Context: an optimization exercise on an open-source flow, tuned for small area and a short achievable clock period. The choices shown serve that exercise and are no tape-out recipe. The RTL was checked by simulation tests, not by an equivalence proof against the original design. No activity file was given, so power comes from the tool's default toggle rates.

<file path="config.mk">
export PLATFORM = sky130hd
export DESIGN_NAME = DSP
export DESIGN_NICKNAME = DSP
export VERILOG_FILES = /design/flow/design.v
export SDC_FILE = /design/flow/constraint.sdc
export NUM_CORES = 4
export LEC_CHECK = 0
export CAP_MARGIN = 20
export CORE_MARGIN = 2
export CORE_UTILIZATION = 60
export CTS_BUF_LIST = sky130_fd_sc_hd__clkbuf_8
export CTS_CLUSTER_DIAMETER = 60
export CTS_CLUSTER_SIZE = 16
export SETUP_SLACK_MARGIN = 4.5
export SLEW_MARGIN = 20
export SYNTH_HIERARCHICAL = 1
export SYNTH_MINIMUM_KEEP_SIZE = 0
</file>
<file path="constraint.sdc">
create_clock -name core_clock -period 7.0 [get_ports {clk}]
set_input_delay 1.4000 -clock core_clock [delete_from_list [all_inputs] [get_ports {clk}]]
set_output_delay 1.4000 -clock core_clock [all_outputs]
set_load 0.01 [all_outputs]
</file>
<file path="flow/run.sh">
#!/bin/bash
# Standard ORFS layout (the standard.sh, unchanged synthesis), except:
# - the input and output ports are buffered with a plain buf_1 instead of the
#   delay-type buffer that buffer_ports picks by default;
# - clock tree synthesis inserts no dummy load cells.
set -euo pipefail
bash standard.sh \
  "BUFFER_PORTS_ARGS=-buffer_cell sky130_fd_sc_hd__buf_1" \
  "CTS_ARGS=-sink_clustering_enable -repair_clock_nets -sink_clustering_size 16 -sink_clustering_max_diameter 60 -buf_list sky130_fd_sc_hd__clkbuf_8 -dont_use_dummy_load" \
  finish > orfs_make.log 2>&1
</file>
<file path="design.v">
module fa (input a, input b, input c, output s, output co);
    assign s  = a ^ b ^ c;
    assign co = (a & b) | (a & c) | (b & c);
endmodule
module xn2 (input a, input b, output y);
    assign y = ~(a ^ b);
endmodule
module or2 (input a, input b, output y);
    assign y = a | b;
endmodule
module fa1 (input a, input b, output s, output co);
    xn2 u_s (.a(a), .b(b), .y(s));
    or2 u_c (.a(a), .b(b), .y(co));
endmodule
module ha (input a, input b, output s, output co);
    assign s  = a ^ b;
    assign co = a & b;
endmodule
module ks18 (input [17:0] a, input [17:0] b, output [17:0] s);
    localparam W = 18;
    localparam L = 5;
    wire [W-1:0] g [0:L];
    wire [W-1:0] p [0:L];
    assign g[0] = a & b;
    assign p[0] = a ^ b;
    genvar l, i;
    generate for (l = 0; l < L; l = l + 1) begin : g_l
        for (i = 0; i < W; i = i + 1) begin : g_i
            if (i >= (1 << l)) begin : g_m
                assign g[l+1][i] = g[l][i] | (p[l][i] & g[l][i-(1<<l)]);
                assign p[l+1][i] = p[l][i] & p[l][i-(1<<l)];
            end else begin : g_k
                assign g[l+1][i] = g[l][i];
                assign p[l+1][i] = p[l][i];
            end
        end
    end endgenerate
    assign s = p[0] ^ {g[L][W-2:0], 1'b0};
endmodule
module DSP (a,b,c,d,clk,rst_n,p);
    parameter OPERATION = "ADD" ;
    input [17:0] a,b,d;
    input [47:0] c;
    input clk,rst_n;
    output reg [47:0] p;
    wire [19:0] ax = {2'b00, a};
        reg [8:0] bo, bt, bn;
    reg bz;
    reg [17:0] s1;
    wire [17:0] s0;
    ks18 u_pre (.a(b), .b(d), .s(s0));
    reg [115:0] x;
    reg [47:0] r0;
    reg [47:8] r1;
    reg rc;
    wire [47:0] cd = {c[47:36] - 12'd1, c[35:0]};
    wire [115:0] xn;
    wire [8:0] nn = ~bn;
    wire [18:0] sx = {1'b0, s1};
    wire [18:0] sy = {s1, 1'b0};
    wire [17:0] pz = {18{bz}} & s1;
    wire [18:0] pp0 = (({19{bo[0]}} & sx) | ({19{bt[0]}} & sy)) ^ {19{bn[0]}};
    wire [18:0] pp1 = (({19{bo[1]}} & sx) | ({19{bt[1]}} & sy)) ^ {19{bn[1]}};
    wire [18:0] pp2 = (({19{bo[2]}} & sx) | ({19{bt[2]}} & sy)) ^ {19{bn[2]}};
    wire [18:0] pp3 = (({19{bo[3]}} & sx) | ({19{bt[3]}} & sy)) ^ {19{bn[3]}};
    wire [18:0] pp4 = (({19{bo[4]}} & sx) | ({19{bt[4]}} & sy)) ^ {19{bn[4]}};
    wire [18:0] pp5 = (({19{bo[5]}} & sx) | ({19{bt[5]}} & sy)) ^ {19{bn[5]}};
    wire [18:0] pp6 = (({19{bo[6]}} & sx) | ({19{bt[6]}} & sy)) ^ {19{bn[6]}};
    wire [18:0] pp7 = (({19{bo[7]}} & sx) | ({19{bt[7]}} & sy)) ^ {19{bn[7]}};
    wire [18:0] pp8 = (({19{bo[8]}} & sx) | ({19{bt[8]}} & sy)) ^ {19{bn[8]}};
    wire fs1, fk1;
    wire fs2, fk2;
    wire fs3, fk3;
    wire fs4, fk4;
    wire fs5, fk5;
    wire fs6, fk6;
    wire fs7, fk7;
    wire fs8, fk8;
    wire fs9, fk9;
    wire fs10, fk10;
    wire fs11, fk11;
    wire fs12, fk12;
    wire fs13, fk13;
    wire fs14, fk14;
    wire fs15, fk15;
    wire fs16, fk16;
    wire fs17, fk17;
    wire fs18, fk18;
    wire fs19, fk19;
    wire fs20, fk20;
    wire fs21, fk21;
    wire fs22, fk22;
    wire fs23, fk23;
    wire fs24, fk24;
    wire fs25, fk25;
    wire fs26, fk26;
    wire fs27, fk27;
    wire fs28, fk28;
    wire fs29, fk29;
    wire fs30, fk30;
    wire gs1, gk1;
    wire fs31, fk31;
    wire fs32, fk32;
    wire gs2, gk2;
    wire fs33, fk33;
    wire fs34, fk34;
    wire fs35, fk35;
    wire fs36, fk36;
    wire fs37, fk37;
    wire gs3, gk3;
    wire fs38, fk38;
    wire fs39, fk39;
    wire fs40, fk40;
    wire fs41, fk41;
    wire gs4, gk4;
    wire fs42, fk42;
    wire fs43, fk43;
    wire fs44, fk44;
    wire gs5, gk5;
    wire fs45, fk45;
    wire fs46, fk46;
    wire fs47, fk47;
    wire gs6, gk6;
    wire fs48, fk48;
    wire fs49, fk49;
    wire gs7, gk7;
    wire fs50, fk50;
    wire gs8, gk8;
    wire fs51, fk51;
    wire gs9, gk9;
    wire fs52, fk52;
    wire fs53, fk53;
    wire fs54, fk54;
    wire fs55, fk55;
    wire fs56, fk56;
    wire fs57, fk57;
    wire fs58, fk58;
    wire fs59, fk59;
    wire fs60, fk60;
    wire fs61, fk61;
    wire fs62, fk62;
    wire fs63, fk63;
    wire fs64, fk64;
    wire fs65, fk65;
    wire fs66, fk66;
    wire fs67, fk67;
    wire fs68, fk68;
    wire fs69, fk69;
    wire fs70, fk70;
    wire fs71, fk71;
    wire fs72, fk72;
    wire fs73, fk73;
    wire fs74, fk74;
    wire fs75, fk75;
    wire fs76, fk76;
    wire fs77, fk77;
    wire fs78, fk78;
    wire fs79, fk79;
    wire fs80, fk80;
    wire fs81, fk81;
    wire fs82, fk82;
    wire fs83, fk83;
    wire fs84, fk84;
    wire fs85, fk85;
    wire fs86, fk86;
    wire fs87, fk87;
    wire fs88, fk88;
    wire fs89, fk89;
    wire fs90, fk90;
    wire fs91, fk91;
    wire hs1, hk1;
    wire hs2, hk2;
    wire hs3, hk3;
    wire hs4, hk4;
    wire hs5, hk5;
    wire fs92, fk92;
    wire fs93, fk93;
    wire hs6, hk6;
    wire fs94, fk94;
    wire hs7, hk7;
    wire fs95, fk95;
    wire hs8, hk8;
    wire fs96, fk96;
    wire hs9, hk9;
    wire fs97, fk97;
    wire hs10, hk10;
    wire hs11, hk11;
    wire hs12, hk12;
    wire hs13, hk13;
    wire hs14, hk14;
    wire fs98, fk98;
    wire fs99, fk99;
    wire fs100, fk100;
    wire fs101, fk101;
    wire fs102, fk102;
    wire fs103, fk103;
    wire fs104, fk104;
    wire fs105, fk105;
    wire fs106, fk106;
    wire fs107, fk107;
    wire fs108, fk108;
    wire fs109, fk109;
    wire fs110, fk110;
    wire fs111, fk111;
    wire fs112, fk112;
    wire hs15, hk15;
    wire fs113, fk113;
    wire hs16, hk16;
    wire hs17, hk17;
    wire hs18, hk18;
    wire hs19, hk19;
    wire hs20, hk20;
    wire hs21, hk21;
    wire fs114, fk114;
    wire fs115, fk115;
    wire fs116, fk116;
    wire fs117, fk117;
    wire fs118, fk118;
    wire fs119, fk119;
    wire fs120, fk120;
    wire fs121, fk121;
    wire fs122, fk122;
    wire fs123, fk123;
    wire fs124, fk124;
    wire fs125, fk125;
    wire fs126, fk126;
    wire fs127, fk127;
    wire fs128, fk128;
    wire fs129, fk129;
    wire fs130, fk130;
    wire fs131, fk131;
    wire fs132, fk132;
    wire fs133, fk133;
    wire fs134, fk134;
    wire fs135, fk135;
    wire fs136, fk136;
    wire hs22, hk22;
    wire fs137, fk137;
    wire hs23, hk23;
    wire fs138, fk138;
    wire hs24, hk24;
    wire hs25, hk25;
    wire hs26, hk26;
    wire fs139, fk139;
    wire fs140, fk140;
    wire fs141, fk141;
    wire fs142, fk142;
    wire fs143, fk143;
    wire fs144, fk144;
    wire fs145, fk145;
    wire fs146, fk146;
    wire fs147, fk147;
    wire fs148, fk148;
    wire fs149, fk149;
    wire fs150, fk150;
    wire fs151, fk151;
    wire fs152, fk152;
    wire fs153, fk153;
    wire fs154, fk154;
    wire fs155, fk155;
    wire fs156, fk156;
    wire fs157, fk157;
    wire fs158, fk158;
    wire fs159, fk159;
    wire fs160, fk160;
    wire fs161, fk161;
    wire fs162, fk162;
    wire fs163, fk163;
    wire fs164, fk164;
    wire fs165, fk165;
    wire fs166, fk166;
    wire fs167, fk167;
    wire fs168, fk168;
    wire fs169, fk169;
    wire fs170, fk170;
    wire hs27, hk27;
    fa u1 (.a(pp0[2]), .b(pp1[0]), .c(bn[1]), .s(fs1), .co(fk1));
    fa u2 (.a(pp0[4]), .b(pp1[2]), .c(pp2[0]), .s(fs2), .co(fk2));
    fa u3 (.a(pp0[5]), .b(pp1[3]), .c(pp2[1]), .s(fs3), .co(fk3));
    fa u4 (.a(pp0[6]), .b(pp1[4]), .c(pp2[2]), .s(fs4), .co(fk4));
    fa u5 (.a(pp0[7]), .b(pp1[5]), .c(pp2[3]), .s(fs5), .co(fk5));
    fa u6 (.a(pp0[8]), .b(pp1[6]), .c(pp2[4]), .s(fs6), .co(fk6));
    fa u7 (.a(pp3[2]), .b(pp4[0]), .c(bn[4]), .s(fs7), .co(fk7));
    fa u8 (.a(pp0[9]), .b(pp1[7]), .c(pp2[5]), .s(fs8), .co(fk8));
    fa u9 (.a(pp0[10]), .b(pp1[8]), .c(pp2[6]), .s(fs9), .co(fk9));
    fa u10 (.a(pp3[4]), .b(pp4[2]), .c(pp5[0]), .s(fs10), .co(fk10));
    fa u11 (.a(pp0[11]), .b(pp1[9]), .c(pp2[7]), .s(fs11), .co(fk11));
    fa u12 (.a(pp3[5]), .b(pp4[3]), .c(pp5[1]), .s(fs12), .co(fk12));
    fa u13 (.a(pp0[12]), .b(pp1[10]), .c(pp2[8]), .s(fs13), .co(fk13));
    fa u14 (.a(pp3[6]), .b(pp4[4]), .c(pp5[2]), .s(fs14), .co(fk14));
    fa u15 (.a(pp0[13]), .b(pp1[11]), .c(pp2[9]), .s(fs15), .co(fk15));
    fa u16 (.a(pp3[7]), .b(pp4[5]), .c(pp5[3]), .s(fs16), .co(fk16));
    fa u17 (.a(pp0[14]), .b(pp1[12]), .c(pp2[10]), .s(fs17), .co(fk17));
    fa u18 (.a(pp3[8]), .b(pp4[6]), .c(pp5[4]), .s(fs18), .co(fk18));
    fa u19 (.a(pp6[2]), .b(pp7[0]), .c(bn[7]), .s(fs19), .co(fk19));
    fa u20 (.a(pp0[15]), .b(pp1[13]), .c(pp2[11]), .s(fs20), .co(fk20));
    fa u21 (.a(pp3[9]), .b(pp4[7]), .c(pp5[5]), .s(fs21), .co(fk21));
    fa u22 (.a(pp0[16]), .b(pp1[14]), .c(pp2[12]), .s(fs22), .co(fk22));
    fa u23 (.a(pp3[10]), .b(pp4[8]), .c(pp5[6]), .s(fs23), .co(fk23));
    fa u24 (.a(pp6[4]), .b(pp7[2]), .c(pp8[0]), .s(fs24), .co(fk24));
    fa u25 (.a(pp0[17]), .b(pp1[15]), .c(pp2[13]), .s(fs25), .co(fk25));
    fa u26 (.a(pp3[11]), .b(pp4[9]), .c(pp5[7]), .s(fs26), .co(fk26));
    fa u27 (.a(pp6[5]), .b(pp7[3]), .c(pp8[1]), .s(fs27), .co(fk27));
    fa u28 (.a(pp0[18]), .b(pp1[16]), .c(pp2[14]), .s(fs28), .co(fk28));
    fa u29 (.a(pp3[12]), .b(pp4[10]), .c(pp5[8]), .s(fs29), .co(fk29));
    fa u30 (.a(pp6[6]), .b(pp7[4]), .c(pp8[2]), .s(fs30), .co(fk30));
    fa1 v1 (.a(nn[0]), .b(pp1[17]), .s(gs1), .co(gk1));
    fa u31 (.a(pp2[15]), .b(pp3[13]), .c(pp4[11]), .s(fs31), .co(fk31));
    fa u32 (.a(pp5[9]), .b(pp6[7]), .c(pp7[5]), .s(fs32), .co(fk32));
    fa1 v2 (.a(pp1[18]), .b(pp2[16]), .s(gs2), .co(gk2));
    fa u33 (.a(pp3[14]), .b(pp4[12]), .c(pp5[10]), .s(fs33), .co(fk33));
    fa u34 (.a(pp6[8]), .b(pp7[6]), .c(pp8[4]), .s(fs34), .co(fk34));
    fa u35 (.a(nn[1]), .b(pp2[17]), .c(pp3[15]), .s(fs35), .co(fk35));
    fa u36 (.a(pp4[13]), .b(pp5[11]), .c(pp6[9]), .s(fs36), .co(fk36));
    fa u37 (.a(pp7[7]), .b(pp8[5]), .c(pz[3]), .s(fs37), .co(fk37));
    fa1 v3 (.a(pp2[18]), .b(pp3[16]), .s(gs3), .co(gk3));
    fa u38 (.a(pp4[14]), .b(pp5[12]), .c(pp6[10]), .s(fs38), .co(fk38));
    fa u39 (.a(pp7[8]), .b(pp8[6]), .c(pz[4]), .s(fs39), .co(fk39));
    fa u40 (.a(nn[2]), .b(pp3[17]), .c(pp4[15]), .s(fs40), .co(fk40));
    fa u41 (.a(pp5[13]), .b(pp6[11]), .c(pp7[9]), .s(fs41), .co(fk41));
    fa1 v4 (.a(pp3[18]), .b(pp4[16]), .s(gs4), .co(gk4));
    fa u42 (.a(pp5[14]), .b(pp6[12]), .c(pp7[10]), .s(fs42), .co(fk42));
    fa u43 (.a(nn[3]), .b(pp4[17]), .c(pp5[15]), .s(fs43), .co(fk43));
    fa u44 (.a(pp6[13]), .b(pp7[11]), .c(pp8[9]), .s(fs44), .co(fk44));
    fa1 v5 (.a(pp4[18]), .b(pp5[16]), .s(gs5), .co(gk5));
    fa u45 (.a(pp6[14]), .b(pp7[12]), .c(pp8[10]), .s(fs45), .co(fk45));
    fa u46 (.a(nn[4]), .b(pp5[17]), .c(pp6[15]), .s(fs46), .co(fk46));
    fa u47 (.a(pp7[13]), .b(pp8[11]), .c(pz[9]), .s(fs47), .co(fk47));
    fa1 v6 (.a(pp5[18]), .b(pp6[16]), .s(gs6), .co(gk6));
    fa u48 (.a(pp7[14]), .b(pp8[12]), .c(pz[10]), .s(fs48), .co(fk48));
    fa u49 (.a(nn[5]), .b(pp6[17]), .c(pp7[15]), .s(fs49), .co(fk49));
    fa1 v7 (.a(pp6[18]), .b(pp7[16]), .s(gs7), .co(gk7));
    fa u50 (.a(nn[6]), .b(pp7[17]), .c(pp8[15]), .s(fs50), .co(fk50));
    fa1 v8 (.a(pp7[18]), .b(pp8[16]), .s(gs8), .co(gk8));
    fa u51 (.a(nn[7]), .b(pp8[17]), .c(pz[15]), .s(fs51), .co(fk51));
    fa1 v9 (.a(pp8[18]), .b(pz[16]), .s(gs9), .co(gk9));
    fa u52 (.a(fk1), .b(pp0[3]), .c(pp1[1]), .s(fs52), .co(fk52));
    fa u53 (.a(fk3), .b(fs4), .c(pp3[0]), .s(fs53), .co(fk53));
    fa u54 (.a(fk4), .b(fs5), .c(pp3[1]), .s(fs54), .co(fk54));
    fa u55 (.a(fk5), .b(fs6), .c(fs7), .s(fs55), .co(fk55));
    fa u56 (.a(fk6), .b(fk7), .c(fs8), .s(fs56), .co(fk56));
    fa u57 (.a(fk8), .b(fs9), .c(fs10), .s(fs57), .co(fk57));
    fa u58 (.a(fk9), .b(fk10), .c(fs11), .s(fs58), .co(fk58));
    fa u59 (.a(fk11), .b(fk12), .c(fs13), .s(fs59), .co(fk59));
    fa u60 (.a(fs14), .b(pp6[0]), .c(bn[6]), .s(fs60), .co(fk60));
    fa u61 (.a(fk13), .b(fk14), .c(fs15), .s(fs61), .co(fk61));
    fa u62 (.a(fk15), .b(fk16), .c(fs17), .s(fs62), .co(fk62));
    fa u63 (.a(fk17), .b(fk18), .c(fk19), .s(fs63), .co(fk63));
    fa u64 (.a(fs20), .b(fs21), .c(pp6[3]), .s(fs64), .co(fk64));
    fa u65 (.a(fk20), .b(fk21), .c(fs22), .s(fs65), .co(fk65));
    fa u66 (.a(fs23), .b(fs24), .c(bn[8]), .s(fs66), .co(fk66));
    fa u67 (.a(fk22), .b(fk23), .c(fk24), .s(fs67), .co(fk67));
    fa u68 (.a(fs25), .b(fs26), .c(fs27), .s(fs68), .co(fk68));
    fa u69 (.a(fk25), .b(fk26), .c(fk27), .s(fs69), .co(fk69));
    fa u70 (.a(fs28), .b(fs29), .c(fs30), .s(fs70), .co(fk70));
    fa u71 (.a(fk28), .b(fk29), .c(fk30), .s(fs71), .co(fk71));
    fa u72 (.a(gs1), .b(fs31), .c(fs32), .s(fs72), .co(fk72));
    fa u73 (.a(gk1), .b(fk31), .c(fk32), .s(fs73), .co(fk73));
    fa u74 (.a(gs2), .b(fs33), .c(fs34), .s(fs74), .co(fk74));
    fa u75 (.a(gk2), .b(fk33), .c(fk34), .s(fs75), .co(fk75));
    fa u76 (.a(fs35), .b(fs36), .c(fs37), .s(fs76), .co(fk76));
    fa u77 (.a(fk35), .b(fk36), .c(fk37), .s(fs77), .co(fk77));
    fa u78 (.a(gs3), .b(fs38), .c(fs39), .s(fs78), .co(fk78));
    fa u79 (.a(gk3), .b(fk38), .c(fk39), .s(fs79), .co(fk79));
    fa u80 (.a(fs40), .b(fs41), .c(pp8[7]), .s(fs80), .co(fk80));
    fa u81 (.a(fk40), .b(fk41), .c(gs4), .s(fs81), .co(fk81));
    fa u82 (.a(fs42), .b(pp8[8]), .c(pz[6]), .s(fs82), .co(fk82));
    fa u83 (.a(gk4), .b(fk42), .c(fs43), .s(fs83), .co(fk83));
    fa u84 (.a(fk43), .b(fk44), .c(gs5), .s(fs84), .co(fk84));
    fa u85 (.a(gk5), .b(fk45), .c(fs46), .s(fs85), .co(fk85));
    fa u86 (.a(fk46), .b(fk47), .c(gs6), .s(fs86), .co(fk86));
    fa u87 (.a(gk6), .b(fk48), .c(fs49), .s(fs87), .co(fk87));
    fa u88 (.a(fk49), .b(gs7), .c(pp8[14]), .s(fs88), .co(fk88));
    fa u89 (.a(gk7), .b(fs50), .c(pz[13]), .s(fs89), .co(fk89));
    fa u90 (.a(fk50), .b(gs8), .c(pz[14]), .s(fs90), .co(fk90));
    fa u91 (.a(gk9), .b(nn[8]), .c(pz[17]), .s(fs91), .co(fk91));
    ha h1 (.a(x[29]), .b(x[30]), .s(hs1), .co(hk1));
    ha h2 (.a(x[34]), .b(x[35]), .s(hs2), .co(hk2));
    ha h3 (.a(x[38]), .b(x[39]), .s(hs3), .co(hk3));
    ha h4 (.a(x[42]), .b(x[43]), .s(hs4), .co(hk4));
    ha h5 (.a(x[46]), .b(x[47]), .s(hs5), .co(hk5));
    fa u92 (.a(x[50]), .b(x[51]), .c(x[52]), .s(fs92), .co(fk92));
    fa u93 (.a(x[55]), .b(x[56]), .c(x[57]), .s(fs93), .co(fk93));
    ha h6 (.a(x[58]), .b(x[59]), .s(hs6), .co(hk6));
    fa u94 (.a(x[61]), .b(x[62]), .c(x[63]), .s(fs94), .co(fk94));
    ha h7 (.a(x[64]), .b(x[65]), .s(hs7), .co(hk7));
    fa u95 (.a(x[66]), .b(x[67]), .c(x[68]), .s(fs95), .co(fk95));
    ha h8 (.a(x[70]), .b(x[71]), .s(hs8), .co(hk8));
    fa u96 (.a(x[74]), .b(x[75]), .c(x[76]), .s(fs96), .co(fk96));
    ha h9 (.a(x[79]), .b(x[80]), .s(hs9), .co(hk9));
    fa u97 (.a(x[83]), .b(x[84]), .c(x[85]), .s(fs97), .co(fk97));
    ha h10 (.a(x[88]), .b(x[89]), .s(hs10), .co(hk10));
    ha h11 (.a(x[16]), .b(x[17]), .s(hs11), .co(hk11));
    ha h12 (.a(x[20]), .b(x[21]), .s(hs12), .co(hk12));
    ha h13 (.a(x[23]), .b(x[24]), .s(hs13), .co(hk13));
    ha h14 (.a(x[26]), .b(x[27]), .s(hs14), .co(hk14));
    fa u98 (.a(x[31]), .b(x[32]), .c(x[33]), .s(fs98), .co(fk98));
    fa u99 (.a(x[36]), .b(x[37]), .c(hk1), .s(fs99), .co(fk99));
    fa u100 (.a(x[40]), .b(x[41]), .c(hk2), .s(fs100), .co(fk100));
    fa u101 (.a(x[44]), .b(x[45]), .c(hk3), .s(fs101), .co(fk101));
    fa u102 (.a(x[48]), .b(x[49]), .c(hk4), .s(fs102), .co(fk102));
    fa u103 (.a(x[53]), .b(x[54]), .c(hk5), .s(fs103), .co(fk103));
    fa u104 (.a(x[60]), .b(fk92), .c(fs93), .s(fs104), .co(fk104));
    fa u105 (.a(fk93), .b(hk6), .c(fs94), .s(fs105), .co(fk105));
    fa u106 (.a(x[69]), .b(fk94), .c(hk7), .s(fs106), .co(fk106));
    fa u107 (.a(x[72]), .b(x[73]), .c(fk95), .s(fs107), .co(fk107));
    fa u108 (.a(x[77]), .b(x[78]), .c(hk8), .s(fs108), .co(fk108));
    fa u109 (.a(x[81]), .b(x[82]), .c(fk96), .s(fs109), .co(fk109));
    fa u110 (.a(x[86]), .b(x[87]), .c(hk9), .s(fs110), .co(fk110));
    fa u111 (.a(x[90]), .b(x[91]), .c(fk97), .s(fs111), .co(fk111));
    fa u112 (.a(x[92]), .b(x[93]), .c(x[94]), .s(fs112), .co(fk112));
    ha h15 (.a(x[95]), .b(x[96]), .s(hs15), .co(hk15));
    fa u113 (.a(x[98]), .b(x[99]), .c(x[100]), .s(fs113), .co(fk113));
    ha h16 (.a(x[102]), .b(x[103]), .s(hs16), .co(hk16));
    ha h17 (.a(x[5]), .b(x[6]), .s(hs17), .co(hk17));
    ha h18 (.a(x[8]), .b(x[9]), .s(hs18), .co(hk18));
    ha h19 (.a(x[10]), .b(x[11]), .s(hs19), .co(hk19));
    ha h20 (.a(x[12]), .b(x[13]), .s(hs20), .co(hk20));
    ha h21 (.a(x[14]), .b(x[15]), .s(hs21), .co(hk21));
    fa u114 (.a(x[18]), .b(x[19]), .c(hs11), .s(fs114), .co(fk114));
    fa u115 (.a(x[22]), .b(hk11), .c(hs12), .s(fs115), .co(fk115));
    fa u116 (.a(x[25]), .b(hk12), .c(hs13), .s(fs116), .co(fk116));
    fa u117 (.a(x[28]), .b(hk13), .c(hs14), .s(fs117), .co(fk117));
    fa u118 (.a(hs1), .b(hk14), .c(fs98), .s(fs118), .co(fk118));
    fa u119 (.a(hs2), .b(fk98), .c(fs99), .s(fs119), .co(fk119));
    fa u120 (.a(hs3), .b(fk99), .c(fs100), .s(fs120), .co(fk120));
    fa u121 (.a(hs4), .b(fk100), .c(fs101), .s(fs121), .co(fk121));
    fa u122 (.a(hs5), .b(fk101), .c(fs102), .s(fs122), .co(fk122));
    fa u123 (.a(fs92), .b(fk102), .c(fs103), .s(fs123), .co(fk123));
    fa u124 (.a(hs6), .b(fk103), .c(fs104), .s(fs124), .co(fk124));
    fa u125 (.a(hs7), .b(fk104), .c(fs105), .s(fs125), .co(fk125));
    fa u126 (.a(fs95), .b(fk105), .c(fs106), .s(fs126), .co(fk126));
    fa u127 (.a(hs8), .b(fk106), .c(fs107), .s(fs127), .co(fk127));
    fa u128 (.a(fs96), .b(fk107), .c(fs108), .s(fs128), .co(fk128));
    fa u129 (.a(hs9), .b(fk108), .c(fs109), .s(fs129), .co(fk129));
    fa u130 (.a(fs97), .b(fk109), .c(fs110), .s(fs130), .co(fk130));
    fa u131 (.a(hs10), .b(fk110), .c(fs111), .s(fs131), .co(fk131));
    fa u132 (.a(hk10), .b(fk111), .c(fs112), .s(fs132), .co(fk132));
    fa u133 (.a(x[97]), .b(fk112), .c(hs15), .s(fs133), .co(fk133));
    fa u134 (.a(x[101]), .b(hk15), .c(fs113), .s(fs134), .co(fk134));
    fa u135 (.a(x[104]), .b(fk113), .c(hs16), .s(fs135), .co(fk135));
    fa u136 (.a(x[105]), .b(x[106]), .c(hk16), .s(fs136), .co(fk136));
    ha h22 (.a(x[107]), .b(x[108]), .s(hs22), .co(hk22));
    fa u137 (.a(x[109]), .b(x[110]), .c(x[111]), .s(fs137), .co(fk137));
    ha h23 (.a(x[112]), .b(x[113]), .s(hs23), .co(hk23));
    fa u138 (.a(x[0]), .b(x[1]), .c(cd[0]), .s(fs138), .co(fk138));
    ha h24 (.a(x[2]), .b(cd[1]), .s(hs24), .co(hk24));
    ha h25 (.a(x[3]), .b(cd[2]), .s(hs25), .co(hk25));
    ha h26 (.a(x[4]), .b(cd[3]), .s(hs26), .co(hk26));
    fa u139 (.a(x[7]), .b(hs17), .c(cd[4]), .s(fs139), .co(fk139));
    fa u140 (.a(hk17), .b(hs18), .c(cd[5]), .s(fs140), .co(fk140));
    fa u141 (.a(hk18), .b(hs19), .c(cd[6]), .s(fs141), .co(fk141));
    fa u142 (.a(hk19), .b(hs20), .c(cd[7]), .s(fs142), .co(fk142));
    fa u143 (.a(hk20), .b(hs21), .c(cd[8]), .s(fs143), .co(fk143));
    fa u144 (.a(hk21), .b(fs114), .c(cd[9]), .s(fs144), .co(fk144));
    fa u145 (.a(fk114), .b(fs115), .c(cd[10]), .s(fs145), .co(fk145));
    fa u146 (.a(fk115), .b(fs116), .c(cd[11]), .s(fs146), .co(fk146));
    fa u147 (.a(fk116), .b(fs117), .c(cd[12]), .s(fs147), .co(fk147));
    fa u148 (.a(fk117), .b(fs118), .c(cd[13]), .s(fs148), .co(fk148));
    fa u149 (.a(fk118), .b(fs119), .c(cd[14]), .s(fs149), .co(fk149));
    fa u150 (.a(fk119), .b(fs120), .c(cd[15]), .s(fs150), .co(fk150));
    fa u151 (.a(fk120), .b(fs121), .c(cd[16]), .s(fs151), .co(fk151));
    fa u152 (.a(fk121), .b(fs122), .c(cd[17]), .s(fs152), .co(fk152));
    fa u153 (.a(fk122), .b(fs123), .c(cd[18]), .s(fs153), .co(fk153));
    fa u154 (.a(fk123), .b(fs124), .c(cd[19]), .s(fs154), .co(fk154));
    fa u155 (.a(fk124), .b(fs125), .c(cd[20]), .s(fs155), .co(fk155));
    fa u156 (.a(fk125), .b(fs126), .c(cd[21]), .s(fs156), .co(fk156));
    fa u157 (.a(fk126), .b(fs127), .c(cd[22]), .s(fs157), .co(fk157));
    fa u158 (.a(fk127), .b(fs128), .c(cd[23]), .s(fs158), .co(fk158));
    fa u159 (.a(fk128), .b(fs129), .c(cd[24]), .s(fs159), .co(fk159));
    fa u160 (.a(fk129), .b(fs130), .c(cd[25]), .s(fs160), .co(fk160));
    fa u161 (.a(fk130), .b(fs131), .c(cd[26]), .s(fs161), .co(fk161));
    fa u162 (.a(fk131), .b(fs132), .c(cd[27]), .s(fs162), .co(fk162));
    fa u163 (.a(fk132), .b(fs133), .c(cd[28]), .s(fs163), .co(fk163));
    fa u164 (.a(fk133), .b(fs134), .c(cd[29]), .s(fs164), .co(fk164));
    fa u165 (.a(fk134), .b(fs135), .c(cd[30]), .s(fs165), .co(fk165));
    fa u166 (.a(fk135), .b(fs136), .c(cd[31]), .s(fs166), .co(fk166));
    fa u167 (.a(fk136), .b(hs22), .c(cd[32]), .s(fs167), .co(fk167));
    fa u168 (.a(hk22), .b(fs137), .c(cd[33]), .s(fs168), .co(fk168));
    fa u169 (.a(fk137), .b(hs23), .c(cd[34]), .s(fs169), .co(fk169));
    fa u170 (.a(x[114]), .b(hk23), .c(cd[35]), .s(fs170), .co(fk170));
    ha h27 (.a(x[115]), .b(cd[36]), .s(hs27), .co(hk27));
    assign xn[0] = pp0[0];
    assign xn[1] = bn[0];
    assign xn[2] = pp0[1];
    assign xn[3] = fs1;
    assign xn[4] = fs52;
    assign xn[5] = fk52;
    assign xn[6] = fs2;
    assign xn[7] = bn[2];
    assign xn[8] = fk2;
    assign xn[9] = fs3;
    assign xn[10] = fs53;
    assign xn[11] = bn[3];
    assign xn[12] = fk53;
    assign xn[13] = fs54;
    assign xn[14] = fk54;
    assign xn[15] = fs55;
    assign xn[16] = fk55;
    assign xn[17] = fs56;
    assign xn[18] = pp3[3];
    assign xn[19] = pp4[1];
    assign xn[20] = fk56;
    assign xn[21] = fs57;
    assign xn[22] = bn[5];
    assign xn[23] = fk57;
    assign xn[24] = fs58;
    assign xn[25] = fs12;
    assign xn[26] = fk58;
    assign xn[27] = fs59;
    assign xn[28] = fs60;
    assign xn[29] = fk59;
    assign xn[30] = fk60;
    assign xn[31] = fs61;
    assign xn[32] = fs16;
    assign xn[33] = pp6[1];
    assign xn[34] = fk61;
    assign xn[35] = fs62;
    assign xn[36] = fs18;
    assign xn[37] = fs19;
    assign xn[38] = fk62;
    assign xn[39] = fs63;
    assign xn[40] = fs64;
    assign xn[41] = pp7[1];
    assign xn[42] = fk63;
    assign xn[43] = fk64;
    assign xn[44] = fs65;
    assign xn[45] = fs66;
    assign xn[46] = fk65;
    assign xn[47] = fk66;
    assign xn[48] = fs67;
    assign xn[49] = fs68;
    assign xn[50] = fk67;
    assign xn[51] = fk68;
    assign xn[52] = fs69;
    assign xn[53] = fs70;
    assign xn[54] = pz[0];
    assign xn[55] = fk69;
    assign xn[56] = fk70;
    assign xn[57] = fs71;
    assign xn[58] = fs72;
    assign xn[59] = pp8[3];
    assign xn[60] = pz[1];
    assign xn[61] = fk71;
    assign xn[62] = fk72;
    assign xn[63] = fs73;
    assign xn[64] = fs74;
    assign xn[65] = pz[2];
    assign xn[66] = fk73;
    assign xn[67] = fk74;
    assign xn[68] = fs75;
    assign xn[69] = fs76;
    assign xn[70] = fk75;
    assign xn[71] = fk76;
    assign xn[72] = fs77;
    assign xn[73] = fs78;
    assign xn[74] = fk77;
    assign xn[75] = fk78;
    assign xn[76] = fs79;
    assign xn[77] = fs80;
    assign xn[78] = pz[5];
    assign xn[79] = fk79;
    assign xn[80] = fk80;
    assign xn[81] = fs81;
    assign xn[82] = fs82;
    assign xn[83] = fk81;
    assign xn[84] = fk82;
    assign xn[85] = fs83;
    assign xn[86] = fs44;
    assign xn[87] = pz[7];
    assign xn[88] = fk83;
    assign xn[89] = fs84;
    assign xn[90] = fs45;
    assign xn[91] = pz[8];
    assign xn[92] = fk84;
    assign xn[93] = fs85;
    assign xn[94] = fs47;
    assign xn[95] = fk85;
    assign xn[96] = fs86;
    assign xn[97] = fs48;
    assign xn[98] = fk86;
    assign xn[99] = fs87;
    assign xn[100] = pp8[13];
    assign xn[101] = pz[11];
    assign xn[102] = fk87;
    assign xn[103] = fs88;
    assign xn[104] = pz[12];
    assign xn[105] = fk88;
    assign xn[106] = fs89;
    assign xn[107] = fk89;
    assign xn[108] = fs90;
    assign xn[109] = fk90;
    assign xn[110] = gk8;
    assign xn[111] = fs51;
    assign xn[112] = fk51;
    assign xn[113] = gs9;
    assign xn[114] = fs91;
    assign xn[115] = fk91;
    wire [47:0] r0n = {cd[47], cd[46], cd[45], cd[44], cd[43], cd[42], cd[41], cd[40], cd[39], cd[38], hk27, fk170, fk169, fk168, fk167, fk166, fk165, fk164, fk163, fk162, fk161, fk160, fk159, fk158, fk157, fk156, fk155, fk154, fk153, fk152, fk151, fk150, fk149, fk148, fk147, fk146, fk145, fk144, fk143, fk142, fk141, fk140, fk139, hk26, hk25, hk24, fk138, fs138};
    wire [47:0] r1n = {1'b0, 1'b0, 1'b0, 1'b0, 1'b0, 1'b0, 1'b0, 1'b0, 1'b0, 1'b0, cd[37], hs27, fs170, fs169, fs168, fs167, fs166, fs165, fs164, fs163, fs162, fs161, fs160, fs159, fs158, fs157, fs156, fs155, fs154, fs153, fs152, fs151, fs150, fs149, fs148, fs147, fs146, fs145, fs144, fs143, fs142, fs141, fs140, fs139, hs26, hs25, hs24, 1'b0};
    always @(posedge clk) s1 <= s0;
    wire [8:0] lo = r0n[7:0] + r1n[7:0];
    wire [40:0] hi = {r0[47:8], 1'b1} + {r1[47:8], rc};
    always @(posedge clk or negedge rst_n) begin
        if (!rst_n) begin
            bo <= 0; bt <= 0; bn <= 0; bz <= 0;
            x <= 116'b01101001010010001001001000100010001000100010001000011000000000000000000000000000000000000000000000000000000000000000; r0 <= 0; r1 <= 0; rc <= 0; p <= 0;
        end else begin
            bo[0] <= ax[0] ^ 1'b0;
            bt[0] <= (ax[1] & ~ax[0] & ~1'b0) | (~ax[1] & ax[0] & 1'b0);
            bn[0] <= ax[1];
            bo[1] <= ax[2] ^ ax[1];
            bt[1] <= (ax[3] & ~ax[2] & ~ax[1]) | (~ax[3] & ax[2] & ax[1]);
            bn[1] <= ax[3];
            bo[2] <= ax[4] ^ ax[3];
            bt[2] <= (ax[5] & ~ax[4] & ~ax[3]) | (~ax[5] & ax[4] & ax[3]);
            bn[2] <= ax[5];
            bo[3] <= ax[6] ^ ax[5];
            bt[3] <= (ax[7] & ~ax[6] & ~ax[5]) | (~ax[7] & ax[6] & ax[5]);
            bn[3] <= ax[7];
            bo[4] <= ax[8] ^ ax[7];
            bt[4] <= (ax[9] & ~ax[8] & ~ax[7]) | (~ax[9] & ax[8] & ax[7]);
            bn[4] <= ax[9];
            bo[5] <= ax[10] ^ ax[9];
            bt[5] <= (ax[11] & ~ax[10] & ~ax[9]) | (~ax[11] & ax[10] & ax[9]);
            bn[5] <= ax[11];
            bo[6] <= ax[12] ^ ax[11];
            bt[6] <= (ax[13] & ~ax[12] & ~ax[11]) | (~ax[13] & ax[12] & ax[11]);
            bn[6] <= ax[13];
            bo[7] <= ax[14] ^ ax[13];
            bt[7] <= (ax[15] & ~ax[14] & ~ax[13]) | (~ax[15] & ax[14] & ax[13]);
            bn[7] <= ax[15];
            bo[8] <= ax[16] ^ ax[15];
            bt[8] <= (ax[17] & ~ax[16] & ~ax[15]) | (~ax[17] & ax[16] & ax[15]);
            bn[8] <= ax[17];
            bz <= a[17];
            x  <= xn;
            r0 <= {r0n[47:8], lo[7:0]};
            r1 <= r1n[47:8];
            rc <= lo[8];
            p  <= {hi[40:1], r0[7:0]};
        end
    end
endmodule
</file>
<file path="standard.sh">
#!/bin/bash
# synth_recipe.tcl (not shown) runs the flow's synth.tcl, then flattens the netlist and writes it again
# the make line also repeats each setting of config.mk as NAME=value (left out here)
make -C /OpenROAD-flow-scripts/flow DESIGN_CONFIG=/design/flow/config.mk WORK_HOME=/design/flow/orfs CLKGATE_MAP_FILE= SYNTH_SCRIPT=/design/flow/synth_recipe.tcl "${@:-finish}"
</file>
==> notes.md, run 1 <==
Run status:
- The flow ran to the end and the layout has no timing, DRC or antenna violations.

Placed design:
- During placement, the flow inserted port buffers numbering about 150.
- Detailed placement finished with a half-perimeter wire length of ~29000 um.
- The number of placed instances, taps included, is between 1500 and 2000.
- The placer congestion estimate is approximately 0.85.

Critical path:
- The slowest stage of the critical path belongs to the cell sky130_fd_sc_hd__dfstp_2.
- The signal on the critical path passes through fa_1, fa_1, fa_1, fa_1.
- The worst setup path is captured at a flip-flop.
- STA classifies the critical path startpoint as a flip-flop.
- The largest single stage delay on the critical path is 530 ps.
- The setup path with the least slack is of type flip-flop to flip-flop.
- STA puts the critical path data required time at between 7000 and 8000 ps.
- Among cell families on the critical path, the largest total delay comes from adder cells.
- Among the stages of the critical path, the cell type that occurs most often is sky130_fd_sc_hd__fa_1.
- The arrival time of the worst setup path is roughly 3000 ps.
- The number of buffer and inverter instances along the worst setup path is 0.
- Of all nets on the critical path, the largest fanout is 1.

Layout:
- The antenna diode instance count is 0.
- The library cell used most frequently in the layout, excluding fill and tap cells, is sky130_fd_sc_hd__dfrtp_1.
- The growth of design area from synthesis to finish is 8.70%.
- The filler cells instantiated in the layout total approximately 2300.
- Leaving out fill and tap cells, the most frequent cells in the layout are sky130_fd_sc_hd__dfrtp_1, sky130_fd_sc_hd__xnor2_1, sky130_fd_sc_hd__fa_1.
- The multi-input combinational cells in the finished layout cover a total of about 11000 um^2.
- For this run, the post-layout net count is just under 2000.
- The final instance count without filler cells is approximately 2000.
- In the final layout, the share of cells above drive strength 1 is 11.9%.
- The total area of sequential cells is between 7000 and 8000 um^2.

Logic synthesis:
- The gate count after technology mapping is between 1000 and 1500.
- The register bit total from synthesis is 288.
- Dividing the synthesized area by the synthesized cell count gives about 12 um^2.
- The count of synthesis-stage warnings from yosys is 8.
- The fraction of registers with async set or reset after synthesis is 93.8%.
- The number of flops mapped to enable cells by yosys is 0.
- The sequential fraction of the synthesis area is 39.9%.
- Among all flip-flop cells after synthesis, the most frequent one is sky130_fd_sc_hd__dfrtp_1.
- The synthesized netlist occupies a cell area of between 15000 and 20000 um^2.
- The number of nets in the synthesized netlist is 1847.
- The count of unique library cells instantiated by Yosys is 60.

Detailed routing:
- The violation count after the first detailed-route iteration is 965.
- The first detailed-routing pass took 5 iterations.
- The total detailed-routing wirelength is ~40000 um.
- The post-detailed-route via-to-cell ratio is 6.02.
- Summing over every cut layer, the via total after detailed routing is roughly 12000.
- The average wire length per cell after detail routing is 20.6 um.
- In the routed design, unresolved DRC markers number 0.
- The antenna violation net count after detailed routing is 0.

Timing:
- The actual slew at the worst max-slew pin is 876 ps.
- The max-slew violation count was 0.
- Dividing the final minimum period by the clock period gives between 30% and 40%.
- The tightest hold margin is roughly 360 ps.
- Counting I/O delays and the setup requirement, the final critical path takes about 2500 ps.
- The setup total negative slack is 0 ps.
- For this run, the top clock speed supported by timing is between 300 and 400 MHz.
- The worst clock skew is 64.8 ps.
- The normalized max-slew margin is a little over two fifths.
- The number of hold violations in the final report is 0.
- Setup repair after global routing could not meet its margin everywhere.
- The final setup violation count is 0.

GRT:
- The initial antenna violation count came to 0.
- For this run the aggregate overflow at the end of global routing stands at 0.
- The wire length of the first global-routing pass is around 66000 um.
- The via count of the first global-routing pass is about 12000.
- Across every metal layer, demand over resource in global routing totals between 20% and 30%.
- Entering global routing, the biggest net connects roughly 70 pins.

Power and ir drop:
- Dividing total power by cell area gives a power density of 482 nW/um^2.
- For this design the static power due to leakage is a little under 8 nW.
- The worst-case IR drop observed on VDD is 221 uV.

Clocking:
- After clock tree synthesis, the clock-pin slew on the worst setup and hold paths is ~90 ps.
- The tree is rooted in a sky130_fd_sc_hd__clkbuf_8.
- The total number of clock tree sinks is around 290.
- The number of clock buffers added by TritonCTS is 25.
- The worst-case clock buffer depth is 3.
- The later pin in the worst-skew pair is clocked with a latency of approximately 570 ps.
- The H-tree depth is 1.
- The CTS tree is done.

Die:
- The horizontal die dimension is ~180 um.
- In this run the core area contains 63 standard-cell rows.
- The initial core utilization is 60.6%.
- In this run the vertical extent of the chip is roughly 180 um.
- The floorplan core area is a little under 30000 um^2.
- During I/O placement, the number of pins put on the boundary was ~150.
- The floorplan step defined a die boundary enclosing 31200 um^2.

Hold path:
- The class of the worst hold path is flip-flop to flip-flop.

Run:
- Max-cap violations in this run came to 0.
power breakdown:
part,switching (mW),total (mW),leakage [nW],internal (mW)
logic,3.05,5.57,4.28,2.53
clock network,0.496,0.813,0.180,0.317
registers,0.486,2.98,3.29,2.49
total,4.03,9.36,7.75,5.33
worst paths after layout:
path | cells past startpoint | slack (ps) | start | end
min in group asynchronous | 1 | 960 | rst_n | p[2]
max in group asynchronous | 2 | 4810 | rst_n | x[112]
worst max-delay path | 4 | 4480 | x[63] | r1[12]
worst min register to register | 0 | 360 | r0[4] | p[4]
worst max register to register | 4 | 4480 | x[63] | r1[12]
worst min-delay path | 0 | 360 | r0[4] | p[4]
sequential cells by signal (all words and copies together) (netlist names):
| register | cells |
|---|---|
| bn | 9 |
| bo | 9 |
| bt | 9 |
| p | 48 |
| r0 | 48 |
| r1 | 30 |
| rc | 1 |
| s1 | 18 |
| x | 116 |
cell families (layout without fill, tap and decap cells):
logic type,count (synthesis),count (layout),synth area share [%]
AOI/OAI and AO/OA,344,344,13.5
xor gates and xnor gates,250,250,12.3
adders and majority gates,255,255,25.1
buffers and inverters,143,229,3.05
DFF,288,288,39.9
muxes,3,3,0.168
and+or+nand+nor,205,205,5.96
timing repair:
action,in CTS,in global routing
endpoints found under the hold margin,0,0
hold buffers,0,0
setup endpoints to repair,43,92
pin swaps,4,8
gates resized for setup,21,62
setup buffers,3,7
cell usage after synthesis, types with 3 or more instances:
master                      count  area, um^2
sky130_fd_sc_hd__dfrtp_1      253        6330
sky130_fd_sc_hd__xnor2_1      214        1870
sky130_fd_sc_hd__fa_1         173        3460
sky130_fd_sc_hd__a22oi_1      154        1160
sky130_fd_sc_hd__ha_1          82        1030
sky130_fd_sc_hd__clkbuf_1      72         270
sky130_fd_sc_hd__nand2_1       55         206
sky130_fd_sc_hd__a21oi_1       54         270
sky130_fd_sc_hd__xor2_1        36         315
sky130_fd_sc_hd__o21ai_0       35         175
sky130_fd_sc_hd__buf_1         34         128
sky130_fd_sc_hd__inv_1         32         120
sky130_fd_sc_hd__nor2_1        31         116
sky130_fd_sc_hd__and2_1        20         125
sky130_fd_sc_hd__a21o_1        18         135
sky130_fd_sc_hd__dfxtp_1       18         360
sky130_fd_sc_hd__dfstp_2       17         447
sky130_fd_sc_hd__nand4_1       16         100
sky130_fd_sc_hd__nand3_1       15        75.1
sky130_fd_sc_hd__nor3_1        12        60.1
sky130_fd_sc_hd__o211ai_1      12        90.1
sky130_fd_sc_hd__o21bai_1      12        90.1
sky130_fd_sc_hd__nand3b_1      11        82.6
sky130_fd_sc_hd__nand2b_1       9        56.3
sky130_fd_sc_hd__or2_1          9        56.3
sky130_fd_sc_hd__a31oi_1        7        43.8
sky130_fd_sc_hd__o21ai_1        7        35.0
sky130_fd_sc_hd__o31ai_1        7        52.6
sky130_fd_sc_hd__a211oi_1       6        45.0
sky130_fd_sc_hd__nor4_1         5        31.3
sky130_fd_sc_hd__o21a_1         5        37.5
sky130_fd_sc_hd__o22ai_1        5        31.3
sky130_fd_sc_hd__or3_1          5        31.3
sky130_fd_sc_hd__buf_2          4        20.0
sky130_fd_sc_hd__nor2b_1        4        25.0
sky130_fd_sc_hd__and3_1         3        18.8
sky130_fd_sc_hd__mux2i_1        3        30.0
sky130_fd_sc_hd__o2111ai_1      3        26.3
sky130_fd_sc_hd__o211a_1        3        30.0
sky130_fd_sc_hd__or2_2          3        18.8
layout make-up:
type	count	share of cell area [%]
Multi-Input combinational cell	1057	54.1
Clock buffer	25	1.77
Inverter	32	0.618
Tap cell	390	2.51
Timing Repair Buffer	172	4.05
Sequential cell	288	37.0
per-layer routing:
| layer | track usage (%) | part of all wire, % | vias to the layer above |
|---|---|---|---|
| met5 | 0 | 0 | - |
| met1 | 40.4 | 45 | 5959 |
| li1 | - | - | 5262 |
| met3 | 5.19 | 8.1 | 91 |
| met4 | 7.75 | 2.7 | 0 |
| met2 | 40.5 | 44 | 503 |
per-module statistics from Yosys, one instance, submodules excluded, a selection:
module / flops+latches / cells inside / times used
or2: 0 / 1 / 9
xn2: 0 / 1 / 9
fa: 0 / 1 / 170
ks18: 0 / 117 / 1
ha: 0 / 1 / 27
DSP: 288 / 1156 / 1
through the flow:
step	power, mW	cell area, um^2	worst slack [ps]	util [%]
floorplan	6.85	18100	4120	-
global placement	8.30	18800	3900	63.9
detailed placement	8.46	18900	3840	64.0
CTS	9.34	19300	4470	65.3
global route	10.3	19400	4420	65.9
finish	9.36	19400	4480	65.9
==> inputs of run 2 (changes only) <==
--- a/config.mk
+++ b/config.mk
@@ -11,6 +11,7 @@
 export CTS_BUF_LIST = sky130_fd_sc_hd__clkbuf_8
 export CTS_CLUSTER_DIAMETER = 60
 export CTS_CLUSTER_SIZE = 16
+export PLACE_DENSITY = 0.75
 export SETUP_SLACK_MARGIN = 4.5
 export SLEW_MARGIN = 20
 export SYNTH_HIERARCHICAL = 1
==> notes.md, run 2 <==
Layout:
- The antenna diode instance count was 0 (unchanged).
- The number of flip-flops under the largest register name is 116 (unchanged).
- The share of layout cells above drive strength 1 is 11.8% (-0.18 points).
- The total number of nets in the final design was 1934 (-0.052%).
- The most common library cell in the layout ignoring fill and taps is sky130_fd_sc_hd__dfrtp_1.
- The top cell types in the final layout, fill and taps aside, are sky130_fd_sc_hd__dfrtp_1, sky130_fd_sc_hd__xnor2_1, sky130_fd_sc_hd__fa_1.
- The largest registers in the layout are x x116, p x48, r0 x48.
- The register containing the most flip-flops in the final layout is x.
- From synthesis to final layout, the design area changed by 8.98%.
- The final cell area excluding filler cells was 19500 um^2 (+0.26%).
- The post-route core utilization came to 66.1% (+0.17 points).

Power and ir drop:
- The power per unit of standard cell area was 482 nW/um^2 (about the same).
- The share of total power consumed by net switching is 42.8% (-0.20 points).
- The clock share of power is 8.9% (+0.2 points).
- The worst-case vdd ir drop is 226 uV (+2.5%).
- The sequential share of power was 31.6% (-0.2 points).
- The logic gate share of total power is 59.5% (about the same).
- The net switching component of the power is 4.02 mW (-0.23%).
- The internal cell power is 5.36 mW (+0.61%).
- The leakage power summed over all cells was 7.74 nW (about the same).

Logic synthesis:
- The arithmetic-cell share of the synthesized area counting full adders, half adders and majority gates was 25.1% (unchanged).
- The average cell area after synthesis was 12.0 um^2 (unchanged).
- The count of synthesis-stage warnings from yosys was 8 (unchanged).
- The gate count after technology mapping is 1488 (unchanged).
- The sequential fraction of the synthesis area is 39.9% (unchanged).
- The post-synthesis xor/xnor area fraction is 12.3% (unchanged).
- The number of flops mapped to enable cells by yosys came to 0 (unchanged).
- The flip-flop cell with the highest count after synthesis is sky130_fd_sc_hd__dfrtp_1.
- The post-synthesis share of cell area spent on and, or, nand and nor gates came to 5.96% (unchanged).
- Of all cell types, the one taking the most synthesized area is sky130_fd_sc_hd__dfrtp_1.
- The dominant cell by count in the synthesized netlist is sky130_fd_sc_hd__dfrtp_1.
- The fraction of registers with async set or reset after synthesis is 93.8% (unchanged).
- The register bit total from synthesis is 288 (unchanged).
- The combinational family with the most area after synthesis is adder cells.
- The share of synthesized area spent on multiplexers is 0.168% (unchanged).
- The number of nets in the synthesized netlist is 1847 (unchanged).
- The area share of the leading cell type in the synthesized netlist is 35.4% (unchanged).
- In the synthesized netlist, the cells that appear most often are sky130_fd_sc_hd__dfrtp_1, sky130_fd_sc_hd__xnor2_1, sky130_fd_sc_hd__fa_1.
- Yosys attributes the largest share of cell area to sky130_fd_sc_hd__dfrtp_1, sky130_fd_sc_hd__fa_1, sky130_fd_sc_hd__xnor2_1, sky130_fd_sc_hd__a22oi_1, sky130_fd_sc_hd__ha_1.
- The cell area after synthesis is 17900 um^2 (unchanged).
- The compound-cell area share of the yosys netlist was 13.5% (unchanged).
- The count of unique library cells instantiated by Yosys is 60 (unchanged).

GRT:
- The initial antenna violation count is 1 (+1).
- The global routing met1 resource utilization is 37.9% (-2.5 points).
- The maximum number of pins on one net before global-route repair came to 133 (+93%).
- The fraction of met2 tracks used by global routing is 40.3% (-0.21 points).
- The total congestion overflow after global routing came to 0 (unchanged).
- met2 is the most crowded layer.
- The via count of the first global-routing pass is 12176 (-0.16%).
- The aggregate global-route resource usage is 26.0% (-1.0 points).
- The wire length of the first global-routing pass is 63800 um (-3.0%).
- The met3 global-route usage came to 4.82% (-0.37 points).

Run status:
- The run finished with no timing, DRC or antenna violations.

Clocking:
- The worst-case clock buffer depth is 3 (unchanged).
- The worst-skew pair later-pin latency is 590 ps (+20 ps).
- The total number of clock tree sinks is 288 (unchanged).
- TritonCTS built the clock tree.
- The clock-pin slew on the worst setup and hold paths is 100 ps (about the same).
- The H-tree depth is 1 (unchanged).
- The clock tree root buffer cell is sky130_fd_sc_hd__clkbuf_8.
- The number of buffers created by CTS is 26 (+4.0%).
- The post-cts hold buffer count came to 0 (unchanged).

Die:
- The height of the chip came to 177 um (unchanged).
- The number of ports placed on the die boundary came to 152 (unchanged).
- The area enclosed by the die boundary is 31200 um^2 (unchanged).
- The horizontal die dimension is 177 um (unchanged).
- The floorplan core area was 29500 um^2 (unchanged).
- The cell row count was 63 (unchanged).
- The initial core utilization came to 60.6% (unchanged).

Timing:
- The setup total negative slack is 0 ps (unchanged).
- Setup repair after global routing could not meet its margin everywhere.
- The period utilization is 36.5% (+0.48 points).
- The normalized max-slew margin is 40.0% (-1.6 points).
- The number of hold violations in the final report came to 0 (unchanged).
- The worst clock skew was 50.3 ps (-14.4 ps).
- The actual slew at the worst max-slew pin is 898 ps (+22.6 ps).
- The final setup violation count was 0 (unchanged).
- The max-slew violation count is 0 (unchanged).
- The achievable frequency is 392 MHz (-1.3%).
- The tightest hold margin was 323 ps (-35.4 ps).
- The minimum clock period after layout is 2550 ps (+33.3 ps).

Detailed routing:
- The average wire length per cell after detail routing came to 20.1 um (-2.4%).
- The antenna violation net count after detailed routing is 0 (unchanged).
- The total number of vias is 11771 (-0.37%).
- The post-detailed-route via-to-cell ratio is 6.00 (-0.32%).
- The first-pass iteration count of the detailed router is 6 (+1).
- The violation count after the first detailed-route iteration is 1084 (+12%).
- The post-detailed-route DRC marker count is 0 (unchanged).
- The total detailed-routing wirelength is 39500 um (-2.4%).

Hold path:
- The class of the worst hold path is flip-flop to flip-flop.

Critical path:
- The arrival time of the worst setup path was 2970 ps (about the same).
- The required time of the critical path is 7410 ps (-40 ps).
- The critical path is of the flip-flop to flip-flop type.
- STA classifies the critical path endpoint as a flip-flop.
- The critical-path maximum fanout was 1 (unchanged).
- STA classifies the critical path startpoint as a flip-flop.

Placed design:
- The count of port buffers added during placement was 151 (unchanged).
- The cell area after placement is 18900 um^2 (about the same).
- The half-perimeter wire length after detailed placement came to 27700 um (-3.7%).
- The placer congestion estimate was 0.874 (+2.5%).

Run:
- The number of max-capacitance violations reported came to 0 (unchanged).
[run 2: cell types whose count changed in the layout (fill, tap and decap cells not counted), sizes merged]
cell    change
buf         -3
clkbuf      +2
[run 2: logic make-up (layout without fill, tap and decap cells)]
family / count (synthesis) / after routing
compound gates: 344 / 344
flops: 288 / 288
fa+ha+maj: 255 / 255
xor+xnor: 250 / 250
simple gates: 205 / 205
buf+inv: 143 / 228
mux: 3 / 3
[run 2: worst max-delay path: stages (launching register included)]
cell	delay, ps
sky130_fd_sc_hd__dfrtp_1	390
sky130_fd_sc_hd__fa_1	600
sky130_fd_sc_hd__fa_1	450
sky130_fd_sc_hd__fa_1	540
sky130_fd_sc_hd__fa_1	420
[run 2: through the flow]
step                      instances  setup WS (ps)  power (mW)
after floorplan                1488           4120        6.85
after global placement         1926           3910        8.20
after detailed placement       1927           3840        8.45
after CTS                      1957           4430        9.37
after global routing           1963           4390        10.3
final                          1963           4450        9.39
[run 2: layer usage]
| layer | vias to the layer above | wire (um) |
|---|---|---|
| met5 | - | 13 |
| met4 | 2 | 824 |
| met3 | 73 | 3560 |
| met2 | 591 | 18000 |
| met1 | 5832 | 17100 |
| li1 | 5273 | - |
[run 2: area by class of cell]
| class | instances | area, um^2 |
|---|---|---|
| Tap cell | 390 | 488 |
| Clock buffer | 26 | 358 |
| Fill cell | 2291 | 10000 |
| Inverter | 32 | 120 |
| Multi-Input combinational cell | 1057 | 10500 |
| Sequential cell | 288 | 7180 |
| Timing Repair Buffer | 170 | 787 |
[run 2: power groups by stage]
stage / clock network, mW / logic, mW / registers, mW
6_report: 0.836 / 5.58 / 2.97
3_5_place_dp: 0 / 5.46 / 2.99
2_1_floorplan: 0 / 4.07 / 2.78
4_1_cts: 0.870 / 5.54 / 2.96
3_3_place_gp: 0 / 5.23 / 2.97
5_1_grt: 0.933 / 6.34 / 3.03
[run 2: modules after synthesis, one instance, submodules excluded, a selection]
module  flops+latches  cells inside
fa                  0             1
ks18                0           117
ha                  0             1
DSP               288          1156
or2                 0             1
xn2                 0             1
[run 2: final timing paths]
path                       depth (start not counted)   from  slack, ps  endpoint
max                                                4  x[57]       4450    r1[11]
min                                                0  r0[4]        320      p[4]
max reg2reg                                        4  x[57]       4450    r1[11]
min reg2reg                                        0  r0[4]        320      p[4]
max in group asynchronous                          2  rst_n       4910     bo[8]
min in group asynchronous                          1  rst_n        890      p[8]
[run 2: timing repair]
item	4_1_cts	5_1_grt
resized for setup	23	55
setup buffers	4	6
setup endpoints to repair	76	93
pin swaps	8	11
==> inputs of run 3 (changes only) <==
--- a/config.mk
+++ b/config.mk
@@ -7,11 +7,10 @@
 export LEC_CHECK = 0
 export CAP_MARGIN = 20
 export CORE_MARGIN = 2
-export CORE_UTILIZATION = 60
+export CORE_UTILIZATION = 50
 export CTS_BUF_LIST = sky130_fd_sc_hd__clkbuf_8
 export CTS_CLUSTER_DIAMETER = 60
 export CTS_CLUSTER_SIZE = 16
-export PLACE_DENSITY = 0.75
 export SETUP_SLACK_MARGIN = 4.5
 export SLEW_MARGIN = 20
 export SYNTH_HIERARCHICAL = 1
==> notes.md, run 3 <==
Run status:
- The flow ran to the end and the layout has no timing, DRC or antenna violations.

Detailed routing:
- The violation count after the first detailed-route iteration is 905 (-17%).
- The length of routed met2 wiring came to 18500 um (+2.8%).
- The highest layer touched by signal routing is met4.
- The post-detailed-route DRC marker count is 0 (unchanged).
- The post-detailed-route via-to-cell ratio was 5.74 (-4.2%).
- The total detailed-routing wirelength is 41900 um (+6.0%).
- The total number of vias was 11669 (-0.87%).
- The length of routed wiring on met1 is 19000 um (+11%).
- The antenna violation net count after detailed routing came to 0 (unchanged).
- The met3 routed wirelength is 3350 um (-5.9%).
- The average wire length per cell after detail routing is 20.6 um (+2.4%).
- The first-pass iteration count of the detailed router is 5 (-1).

Logic synthesis:
- The fraction of registers with async set or reset after synthesis is 93.8% (unchanged).
- The area share of the leading cell type in the synthesized netlist is 35.4% (unchanged).
- The average cell area after synthesis was 12.0 um^2 (unchanged).
- The number of nets in the synthesized netlist is 1847 (unchanged).
- The most used flip-flop cell after synthesis is sky130_fd_sc_hd__dfrtp_1.
- The count of unique library cells instantiated by Yosys is 60 (unchanged).
- The commonest cells after synthesis are sky130_fd_sc_hd__dfrtp_1, sky130_fd_sc_hd__xnor2_1, sky130_fd_sc_hd__fa_1.
- In the post-synthesis netlist, the biggest area contributors are sky130_fd_sc_hd__dfrtp_1, sky130_fd_sc_hd__fa_1, sky130_fd_sc_hd__xnor2_1, sky130_fd_sc_hd__a22oi_1, sky130_fd_sc_hd__ha_1.
- The cell accounting for the most synthesized area is sky130_fd_sc_hd__dfrtp_1.
- sky130_fd_sc_hd__dfrtp_1 is the most common cell in the netlist.
- The sequential fraction of the synthesis area is 39.9% (unchanged).
- The count of synthesis-stage warnings from yosys is 8 (unchanged).
- The gate count after technology mapping is 1488 (unchanged).
- The number of flops mapped to enable cells by yosys was 0 (unchanged).
- The register bit total from synthesis was 288 (unchanged).
- The cell area after synthesis was 17900 um^2 (unchanged).

Timing:
- The period utilization was 36.7% (+0.20 points).
- The setup total negative slack came to 0 ps (unchanged).
- The number of hold violations in the final report came to 0 (unchanged).
- The achievable frequency is 389 MHz (-0.54%).
- The final setup violation count was 0 (unchanged).
- The max-slew violation count came to 0 (unchanged).
- The minimum clock period after layout is 2570 ps (+13.9 ps).
- The actual slew at the worst max-slew pin is 818 ps (-80.2 ps).
- Setup repair after global routing could not meet its margin everywhere.
- The worst clock skew is 67.5 ps (+17.2 ps).
- The normalized max-slew margin is 45.5% (+5.4 points).

Layout:
- The post-route core utilization is 55.3% (-11 points).
- The most common library cell in the layout ignoring fill and taps is sky130_fd_sc_hd__dfrtp_1.
- Counting flops per register, the top entry is x.
- The growth of design area from synthesis to finish is 9.50%.
- The library cells used most frequently in the layout, excluding fill and tap cells, are sky130_fd_sc_hd__dfrtp_1, sky130_fd_sc_hd__xnor2_1, sky130_fd_sc_hd__fa_1.
- The number of flip-flops under the largest register name is 116 (unchanged).
- The largest registers in the layout are x x116, p x48, r0 x48.
- The final cell area excluding filler cells is 19600 um^2 (+0.48%).
- The total number of nets in the final design is 1932 (-0.10%).
- The final instance count without filler cells is 2032 (+3.5%).
- The antenna diode instance count came to 0 (unchanged).
- The share of layout cells above drive strength 1 came to 13.0% (+1.2 points).

Power and ir drop:
- The power per unit of standard cell area is 482 nW/um^2 (about the same).
- The total power consumption of the routed design is 9.43 mW (+0.50%).
- The leakage power summed over all cells is 7.80 nW (+0.67%).
- The worst-case vdd ir drop came to 219 uV (-3.3%).

Placed design:
- The count of port buffers added during placement is 151 (unchanged).
- The cell area after placement is 18900 um^2 (+0.37%).
- The half-perimeter wire length after detailed placement was 29300 um (+5.5%).
- The placer congestion estimate is 0.838 (-4.1%).
- The number of cells after detailed placement is 1998 (+3.7%).

Critical path:
- The element type at the critical path end is a flip-flop.
- The arrival time of the worst setup path is 3100 ps (+130 ps).
- The worst stage delay on the critical path is 550 ps (-50 ps).
- Walking the worst path, the cells encountered are fa_1, fa_2, fa_2, fa_2.
- The reg2reg setup slack is 4430 ps (about the same).
- Counting stages on the worst path, the most repeated cell is sky130_fd_sc_hd__fa_2.
- The critical-path maximum fanout is 1 (unchanged).
- The kind of critical path is flip-flop to flip-flop.
- STA classifies the critical path startpoint as a flip-flop.
- The required time of the critical path came to 7530 ps (+120 ps).
- On the critical path, the stage with the largest delay is an instance of sky130_fd_sc_hd__fa_2.

Clocking:
- The total number of clock tree sinks is 288 (unchanged).
- The number of buffers created by CTS is 29 (+12%).
- The worst-case clock buffer depth is 3 (unchanged).
- TritonCTS built the clock tree.
- The clock-pin slew on the worst setup and hold paths is 90 ps (about the same).
- The worst-skew pair later-pin latency is 620 ps (+30 ps).
- The H-tree depth is 1 (unchanged).
- CTS placed an instance of sky130_fd_sc_hd__clkbuf_8 at the clock tree root.

Die:
- The cell row count is 69 (+9.5%).
- The number of ports placed on the die boundary is 152 (unchanged).
- The height of the chip came to 193 um (+9.3%).
- The floorplan core area is 35400 um^2 (+20%).
- The area enclosed by the die boundary was 37300 um^2 (+20%).
- The horizontal die dimension is 193 um (+9.3%).
- The initial core utilization is 50.5% (-10 points).

GRT:
- The initial antenna violation count is 0 (-1).
- The maximum number of pins on one net before global-route repair is 157 (+18%).
- The aggregate global-route resource usage is 23.1% (-2.8 points).
- The via count of the first global-routing pass is 12309 (+1.1%).
- The wire length of the first global-routing pass is 67000 um (+5.1%).
- The total congestion overflow after global routing is 0 (unchanged).

Hold path:
- The class of the worst hold path is flip-flop to flip-flop.

Run:
- The number of max-capacitance violations reported is 0 (unchanged).
-- run 3: modules after synthesis, one instance, submodules excluded, excerpt --
module,copies in the design,area [um^2]
DSP,1,13100
ks18,1,845
fa,170,20.0
ha,27,12.5
xn2,9,8.76
or2,9,6.26
-- run 3: stage by stage --
step                      hold slack [ps]  setup slack (ps)
after floorplan                       331              4120
after global placement                333              3900
after detailed placement              335              3850
after CTS                             320              4410
after global routing                  322              4380
final                                 316              4430
-- run 3: what timing repair did --
action                                  in CTS  in global routing
hold buffers                                 0                  0
endpoints found under the setup margin     104                111
setup buffers                                3                  2
resized for setup                           28                 73
pin swaps                                    6                  5
-- run 3: kinds of logic after synthesis --
| family | count (synthesis) | synth area share (%) |
|---|---|---|
| adders and majority gates | 255 | 25.1 |
| xor gates and xnor gates | 250 | 12.3 |
| DFF | 288 | 39.9 |
| AOI/OAI and AO/OA | 344 | 13.5 |
| muxes | 3 | 0.168 |
| and+or+nand+nor | 205 | 5.96 |
| buffers and inverters | 143 | 3.05 |
-- run 3: final cells by class --
| cell class | instances | area [um^2] |
|---|---|---|
| inverters | 32 | 120 |
| multi-input cells | 1057 | 10500 |
| flip-flops and latches | 288 | 7180 |
| repair buffers | 165 | 763 |
| well taps | 461 | 577 |
| fillers | 3072 | 15800 |
| clock buffers | 29 | 399 |
-- run 3: per-layer routing --
layer,vias to the layer above,GRT usage [%]
met5,-,0
met4,0,7.60
met3,76,4.72
met2,472,34.7
met1,5869,33.8
li1,5252,-
-- run 3: critical path, delay by kind of cell (launching register included) --
family,cells,cell delay [ps]
adder cells (fa/ha/maj),4,1960
flip-flops,1,530
-- run 3: worst paths after layout --
kind,startpoint,endpoint,cells past startpoint
max,x[63],r1[12],4
min,r0[0],p[0],0
max reg2reg,x[63],r1[12],4
min reg2reg,r0[0],p[0],0
max in group asynchronous,rst_n,r1[5],2
min in group asynchronous,rst_n,p[22],1
-- run 3: report_power, final --
part           switching, mW  leakage, nW  internal, mW
clock                  0.525        0.209         0.366
sequential             0.499         3.29          2.49
combinational           3.02         4.30          2.53
total                   4.04         7.80          5.39

## port drivers added, routing unchanged
In the flow no input, the clock included, has a driving cell. The finished layouts below were timed again as built, in two steps.
Step 1: set_driving_cell puts a clkbuf_16 on clk and a buf_2 on each other input, an assumption about the parent block.
Step 2 also shifts input and output timing later by t, the mid clock arrival at the registers, as if the neighbouring blocks saw the same clock.
Slacks: no drivers / after step 1 / after step 2; pairs: no drivers / after step 1.
run	shift t [ns]	slack for setup (ns)	hold WS [ns]	worst setup path after step 2	latest minus earliest clock arrival (ns)
run 1	0.592	4.479 / 4.475 / 3.916	0.358 / 0.358 / 0.358	input to register	0.067 / 0.067
run 2	0.607	4.446 / 4.446 / 3.905	0.323 / 0.323 / 0.323	input to register	0.055 / 0.054
run 3	0.639	4.432 / 4.418 / 3.880	0.316 / 0.316 / 0.316	input to register	0.075 / 0.075
After both steps setup and hold are still met in every run listed. For run 1, which loses most, drivers alone change the setup slack by -0.004 ns; drivers and shift together by -0.563 ns.
